What follows belongs to an exercise in optimizing a design on an open flow for small area and a short achievable clock period; a production flow would make more cautious choices. The RTL was checked by simulation tests, not by an equivalence proof against the original design. No driver is modelled on the clock port, so clock power and skew are understated where the tree is cut down; a real chip needs a root buffer or a tree. Power is estimated from default activity; no workload was simulated.

== pine ==
## router_top
module router_top(input clk,rstn,re_0,re_1,re_2,pkt_valid,
	      input[7:0]data_in,
	      output vld_out_0,vld_out_1,vld_out_2,err,busy,
	      output[7:0]data_out_0,data_out_1,data_out_2);
reg st_da, st_lfd, st_wte, st_ld, st_ffs, st_lp, st_laf, st_cpe;
reg [1:0] addr_q;       
reg [1:0] dst;          
reg       lfd;          
reg [7:0] rdata;        
reg [7:0] fbyte;        
reg [7:0] par;          
reg       parity_done, low_pkt_valid, err_q;
wire [2:0] sft;
wire [2:0] vld;
wire [2:0] vo;
wire [2:0] full;
wire fifo_full = (dst == 2'd0) ? full[0] : (dst == 2'd1) ? full[1] : (dst == 2'd2) ? full[2] : 1'b0;
wire we_reg = st_ld | st_lp | st_laf;
wire rst_all = ~rstn | (|sft);
wire hdr_ok = pkt_valid & ~(data_in[1] & data_in[0]);
wire hdr_empty = (data_in[1:0] == 2'd0) ? ~vld[0] : (data_in[1:0] == 2'd1) ? ~vld[1] : ~vld[2];
wire wait_empty = (addr_q == 2'd0) ? ~vld[0] : (addr_q == 2'd1) ? ~vld[1] : (addr_q == 2'd2) ? ~vld[2] : 1'b0;
wire da_n  = (st_da & ~hdr_ok) | (st_laf & parity_done) | (st_cpe & ~fifo_full);
wire lfd_n = (st_da & hdr_ok & hdr_empty) | (st_wte & wait_empty);
wire wte_n = (st_da & hdr_ok & ~hdr_empty) | (st_wte & ~wait_empty);
wire ld_n  = st_lfd | (st_ld & ~fifo_full & pkt_valid) | (st_laf & ~parity_done & ~low_pkt_valid);
wire ffs_n = fifo_full & (st_ld | st_ffs | st_cpe);
wire lp_n  = (st_ld & ~fifo_full & ~pkt_valid) | (st_laf & ~parity_done & low_pkt_valid);
reg busy_q;              
always @(posedge clk) begin
	if (rst_all) begin
		st_da <= 1'b1; st_lfd <= 1'b0; st_wte <= 1'b0; st_ld <= 1'b0;
		st_ffs <= 1'b0; st_lp <= 1'b0; st_laf <= 1'b0; st_cpe <= 1'b0;
		busy_q <= 1'b0;
	end else begin
		st_da  <= da_n;
		st_lfd <= lfd_n;
		st_wte <= wte_n;
		st_ld  <= ld_n;
		st_ffs <= ffs_n;
		st_lp  <= lp_n;
		st_laf <= st_ffs & ~fifo_full;
		st_cpe <= st_lp;
		busy_q <= ~(da_n | ld_n);
	end
end
  ...
Size: roughly 580 flip-flops, roughly 43 I/O pins, ~22000 sq um of cells after synthesis.
Settings: LEC_CHECK=0, CAP_MARGIN=0, CORE_MARGIN=2, CORE_UTILIZATION=60, SETUP_SLACK_MARGIN=3.0, SLEW_MARGIN=0; clock period 5.0 ns.
run.sh (not shown) runs the stock make flow with config.mk's settings and CLKGATE_MAP_FILE= SYNTH_SCRIPT=/design/flow/synth_recipe.tcl, a recipe that flattens the netlist after the stock synthesis.
Looking at the reports, pine completed the entire flow and the layout it produced met the timing, DRC and antenna checks.
--- input diff pine..cedar ---
Settings: SETUP_SLACK_MARGIN changed from 3.0 to 3.3.
--- outcome ---
- Delta (cedar minus pine): total via count after detailed routing shows an increase of 1657; power roughly the same; global-route track usage on met2 picked up an extra 3.4 points; post-layout instance area now larger; core utilization has increased.
- Going from pine to cedar, the count of inserted antenna diode cells was found to have gone up by 1.
- [cedar] number of cells upsized or downsized after cts rose 172 relative to pine
- Against pine, average vias per placed instance in cedar rose by a few percent.
- The worst-case reg-to-reg path depth in cedar was higher than what pine gave.
- Against pine, cedar comes in 1.8 points higher on combinational power share.
- Looking at pine and cedar, the cell count after placement is a wash.

========
## main
The RTL this note starts from:
==> flow/design.v <==
module fifo(input clk, rstn, re, we_reg, sel, lfd,
	input [7:0] rdata,
	output vld, vo, full, sft,
	output [7:0] dout);
	reg [134:0] mem;         
	reg [15:0]  pos;         
	reg [3:0]   wptr;        
	reg         nempty, nfull;
	reg         vld_q;       
	reg [7:0]   data_out;
	reg [5:0]   cnt;         
	reg         cnt_zero;    
	reg [4:0]   tmo;         
	reg         sft_rst;
	reg         clr;         
	reg [8:0] head;
	integer k;
	always @(*) begin
		head = 9'd0;
		for (k = 0; k < 15; k = k + 1)
			head = head | ({9{pos[k]}} & mem[9*k +: 9]);
	end
	wire kill = ~rstn | sft_rst;
	wire wr = we_reg & sel & ~nfull & ~sft_rst;
	wire rd_ok = nempty & ~clr;
	always @(posedge clk)
		if (wr) mem <= {mem[125:0], lfd, rdata};
	wire [15:0] up = {pos[14:0], pos[15]};
	wire [15:0] dn = {pos[0], pos[15:1]};
	wire [15:0] pos_nr = wr ? up : pos;
	wire        ne_nr  = wr ? ~pos[14] : nempty;
	wire        nf_nr  = wr ? pos[13] & (wptr != 4'd14) : nfull;
	wire [15:0] pos_r  = rd_ok ? (wr ? pos : dn) : pos_nr;
	wire        ne_r   = rd_ok ? (wr | ~pos[0]) : ne_nr;
	wire        nf_r   = rd_ok ? (wr & pos[14] & (wptr != 4'd14)) : nf_nr;
	always @(posedge clk) begin
		if (kill) begin
			pos <= 16'h8000;
			wptr <= 4'd0;
			nempty <= 1'b0;
			vld_q <= 1'b0;
			nfull <= 1'b0;
		end else begin
			if (wr)
				wptr <= wptr + 4'd1;
			pos <= re ? pos_r : pos_nr;
			nempty <= re ? ne_r : ne_nr;
			vld_q <= re ? (rd_ok ? (wr | ~pos[0]) : (wr ? ~pos[14] : vld_q))
			            : (wr ? ~pos[14] : vld_q);
			nfull <= re ? nf_r : nf_nr;
		end
	end
	always @(posedge clk) begin
		if (kill | clr)
			data_out <= 8'd0;
		else if (re & nempty)
			data_out <= head[7:0];
	end
	always @(posedge clk)
		clr <= ~kill & ~clr & re & nempty & ~head[8] & (cnt_zero | (cnt == 6'd0)) & (|head[7:0]);
	wire [5:0] cnt_h = head[8] ? head[7:2] : (cnt_zero ? cnt : cnt - 6'd1);
	wire       cz_h  = head[8] ? 1'b0 : (cnt_zero | (cnt == 6'd0));
	always @(posedge clk) begin
		if (kill) begin
			cnt <= 6'd0;
			cnt_zero <= 1'b1;
		end else if (re & nempty) begin
			cnt <= cnt_h;
			cnt_zero <= cz_h;
		end
	end
	wire tmo_end = (tmo == 5'd8);
	always @(posedge clk) begin
		if (~rstn | ~nempty | re | tmo_end)
			tmo <= 5'd1;
		else
			tmo <= {tmo[3:0], tmo[4] ^ tmo[2]};
		sft_rst <= rstn & nempty & ~re & tmo_end;
	end
	assign vld = nempty;
	assign vo = vld_q;
	assign full = nfull;
	assign sft = sft_rst;
	assign dout = data_out;
endmodule
module router_top(input clk,rstn,re_0,re_1,re_2,pkt_valid,
	      input[7:0]data_in,
	      output vld_out_0,vld_out_1,vld_out_2,err,busy,
	      output[7:0]data_out_0,data_out_1,data_out_2);
reg st_da, st_lfd, st_wte, st_ld, st_ffs, st_lp, st_laf, st_cpe;
reg [1:0] addr_q;       
reg [1:0] dst;          
reg       lfd;          
reg [7:0] rdata;        
reg [7:0] fbyte;        
reg [7:0] par;          
reg       parity_done, low_pkt_valid, err_q;
wire [2:0] sft;
wire [2:0] vld;
wire [2:0] vo;
wire [2:0] full;
wire fifo_full = (dst == 2'd0) ? full[0] : (dst == 2'd1) ? full[1] : (dst == 2'd2) ? full[2] : 1'b0;
wire we_reg = st_ld | st_lp | st_laf;
wire rst_all = ~rstn | (|sft);
wire hdr_ok = pkt_valid & ~(data_in[1] & data_in[0]);
wire hdr_empty = (data_in[1:0] == 2'd0) ? ~vld[0] : (data_in[1:0] == 2'd1) ? ~vld[1] : ~vld[2];
wire wait_empty = (addr_q == 2'd0) ? ~vld[0] : (addr_q == 2'd1) ? ~vld[1] : (addr_q == 2'd2) ? ~vld[2] : 1'b0;
wire da_n  = (st_da & ~hdr_ok) | (st_laf & parity_done) | (st_cpe & ~fifo_full);
wire lfd_n = (st_da & hdr_ok & hdr_empty) | (st_wte & wait_empty);
wire wte_n = (st_da & hdr_ok & ~hdr_empty) | (st_wte & ~wait_empty);
wire ld_n  = st_lfd | (st_ld & ~fifo_full & pkt_valid) | (st_laf & ~parity_done & ~low_pkt_valid);
wire ffs_n = fifo_full & (st_ld | st_ffs | st_cpe);
wire lp_n  = (st_ld & ~fifo_full & ~pkt_valid) | (st_laf & ~parity_done & low_pkt_valid);
reg busy_q;              
always @(posedge clk) begin
	if (rst_all) begin
		st_da <= 1'b1; st_lfd <= 1'b0; st_wte <= 1'b0; st_ld <= 1'b0;
		st_ffs <= 1'b0; st_lp <= 1'b0; st_laf <= 1'b0; st_cpe <= 1'b0;
		busy_q <= 1'b0;
	end else begin
		st_da  <= da_n;
		st_lfd <= lfd_n;
		st_wte <= wte_n;
		st_ld  <= ld_n;
		st_ffs <= ffs_n;
		st_lp  <= lp_n;
		st_laf <= st_ffs & ~fifo_full;
		st_cpe <= st_lp;
		busy_q <= ~(da_n | ld_n);
	end
end
assign busy = busy_q;
always @(posedge clk) begin
	if (~rstn) begin
		addr_q <= 2'd0;
		dst <= 2'd0;
		lfd <= 1'b0;
	end else begin
		addr_q <= data_in[1:0];
		if (st_da) dst <= data_in[1:0];
		lfd <= st_lfd;
	end
end
always @(posedge clk) begin
	if (~rstn) begin
		rdata <= 8'd0;
		fbyte <= 8'd0;
		par <= 8'd0;
		parity_done <= 1'b0;
		low_pkt_valid <= 1'b0;
		err_q <= 1'b0;
	end else begin
		if (st_da | (st_ld & ~fifo_full))
			rdata <= data_in;
		else if (st_laf)
			rdata <= fbyte;
		if (fifo_full)
			fbyte <= data_in;
		if (st_da)
			par <= data_in;
		else if (st_ld)
			par <= par ^ data_in;
		if (st_da)
			parity_done <= 1'b0;
		else if ((st_laf & low_pkt_valid & ~parity_done) | (st_ld & ~fifo_full & ~pkt_valid))
			parity_done <= 1'b1;
		if (st_cpe)
			low_pkt_valid <= 1'b0;
		else if (st_ld & ~pkt_valid)
			low_pkt_valid <= 1'b1;
		if (st_cpe)
			err_q <= |par;
	end
end
assign err = err_q;
fifo q0(.clk(clk), .rstn(rstn), .re(re_0), .we_reg(we_reg), .sel(dst == 2'd0), .lfd(lfd),
	.rdata(rdata), .vld(vld[0]), .vo(vo[0]), .full(full[0]), .sft(sft[0]), .dout(data_out_0));
fifo q1(.clk(clk), .rstn(rstn), .re(re_1), .we_reg(we_reg), .sel(dst == 2'd1), .lfd(lfd),
	.rdata(rdata), .vld(vld[1]), .vo(vo[1]), .full(full[1]), .sft(sft[1]), .dout(data_out_1));
fifo q2(.clk(clk), .rstn(rstn), .re(re_2), .we_reg(we_reg), .sel(dst == 2'd2), .lfd(lfd),
	.rdata(rdata), .vld(vld[2]), .vo(vo[2]), .full(full[2]), .sft(sft[2]), .dout(data_out_2));
assign vld_out_0 = vo[0];
assign vld_out_1 = vo[1];
assign vld_out_2 = vo[2];
endmodule
clock: 5.0 ns
lec_check: 0
cap_margin: 0
core_margin: 2
core_utilization: 70
place_density: 0.75
setup_slack_margin: 3.1
slew_margin: 0
standard.sh (not shown) runs the stock make flow with config.mk's settings and CLKGATE_MAP_FILE= SYNTH_SCRIPT=/design/flow/synth_recipe.tcl, a recipe that flattens the netlist after the stock synthesis.
==> flow/flow/run.sh <==
#!/bin/bash
# The standard layout, except that the clock tree is built by flow/manual_cts.tcl:
# the clock port drives four root buffers, each driving the leaf buffers of
# about 28 flip-flops apiece. Each tool's output goes to its own log here.
set -euo pipefail
export PRE_CTS_TCL="$PWD/flow/pre_cts.tcl"
export MCTS_PER=28
export MCTS_ROOTS=4
bash standard.sh > standard.log 2>&1
Other scripts of this flow, unchanged in this note and not shown: flow/flow/manual_cts.tcl, flow/flow/pre_cts.tcl
main completed every stage of the flow, and the final layout passed the timing, DRC and antenna checks.
For the feature branch, these inputs were changed with respect to main:
--- a/flow/config.mk
+++ b/flow/config.mk
@@ -8,6 +8,5 @@
 export CAP_MARGIN = 0
 export CORE_MARGIN = 2
-export CORE_UTILIZATION = 70
-export PLACE_DENSITY = 0.75
-export SETUP_SLACK_MARGIN = 3.1
+export CORE_UTILIZATION = 60
+export SETUP_SLACK_MARGIN = 3.15
 export SLEW_MARGIN = 0
## What came out
Lower utilization among the feature branch and main: the feature branch
[the feature branch] worst setup slack rose 53 ps relative to main
Relative to main, design area has increased by 2.7% in the feature branch.
Post-layout minimum cycle time in the feature branch vs main: down 53 ps
Going from main to the feature branch, reported net switching power went up by 2.5%, portion of total power attributed to combinational logic rose by 0.4 points, proportion of power drawn by the clock network moved up.
No run of this note takes its clock network from TritonCTS; it comes from the design's own scripts or RTL.

-- what the ideal ports hide --
In the flow no input, the clock included, has a driving cell. The finished layouts below were timed again as built, in two steps.
Step 1, drivers: a clkbuf_16 drives clk and a buf_2 each remaining input, both assumed.
Step 2 moves the port delays by t, midway between the first and last clock arrival at a register: inputs arrive t later, outputs are due t later. That takes back most of the time a late clock gives input paths.
Slacks: ideal ports / drivers / drivers and shift; pairs: ideal ports / drivers.
| run | t (ns) | setup slack, ns | hold WS [ns] | worst setup path at the end |
|---|---|---|---|---|
| pine | 0.663 | 2.920 / 2.862 / 2.530 | 0.423 / 0.423 / 0.423 | input to register |
| cedar | 0.666 | 2.880 / 2.847 / 2.322 | 0.432 / 0.432 / 0.432 | input to register |
| main | 0.464 | 3.088 / 3.010 / 2.721 | 0.431 / 0.431 / 0.431 | input to register |
| the feature branch | 0.469 | 3.141 / 3.027 / 2.743 | 0.439 / 0.439 / 0.439 | input to register |
After both steps every run listed still meets setup and hold. For cedar, which loses most, drivers alone change the setup slack by -0.033 ns; drivers and shift together by -0.558 ns.
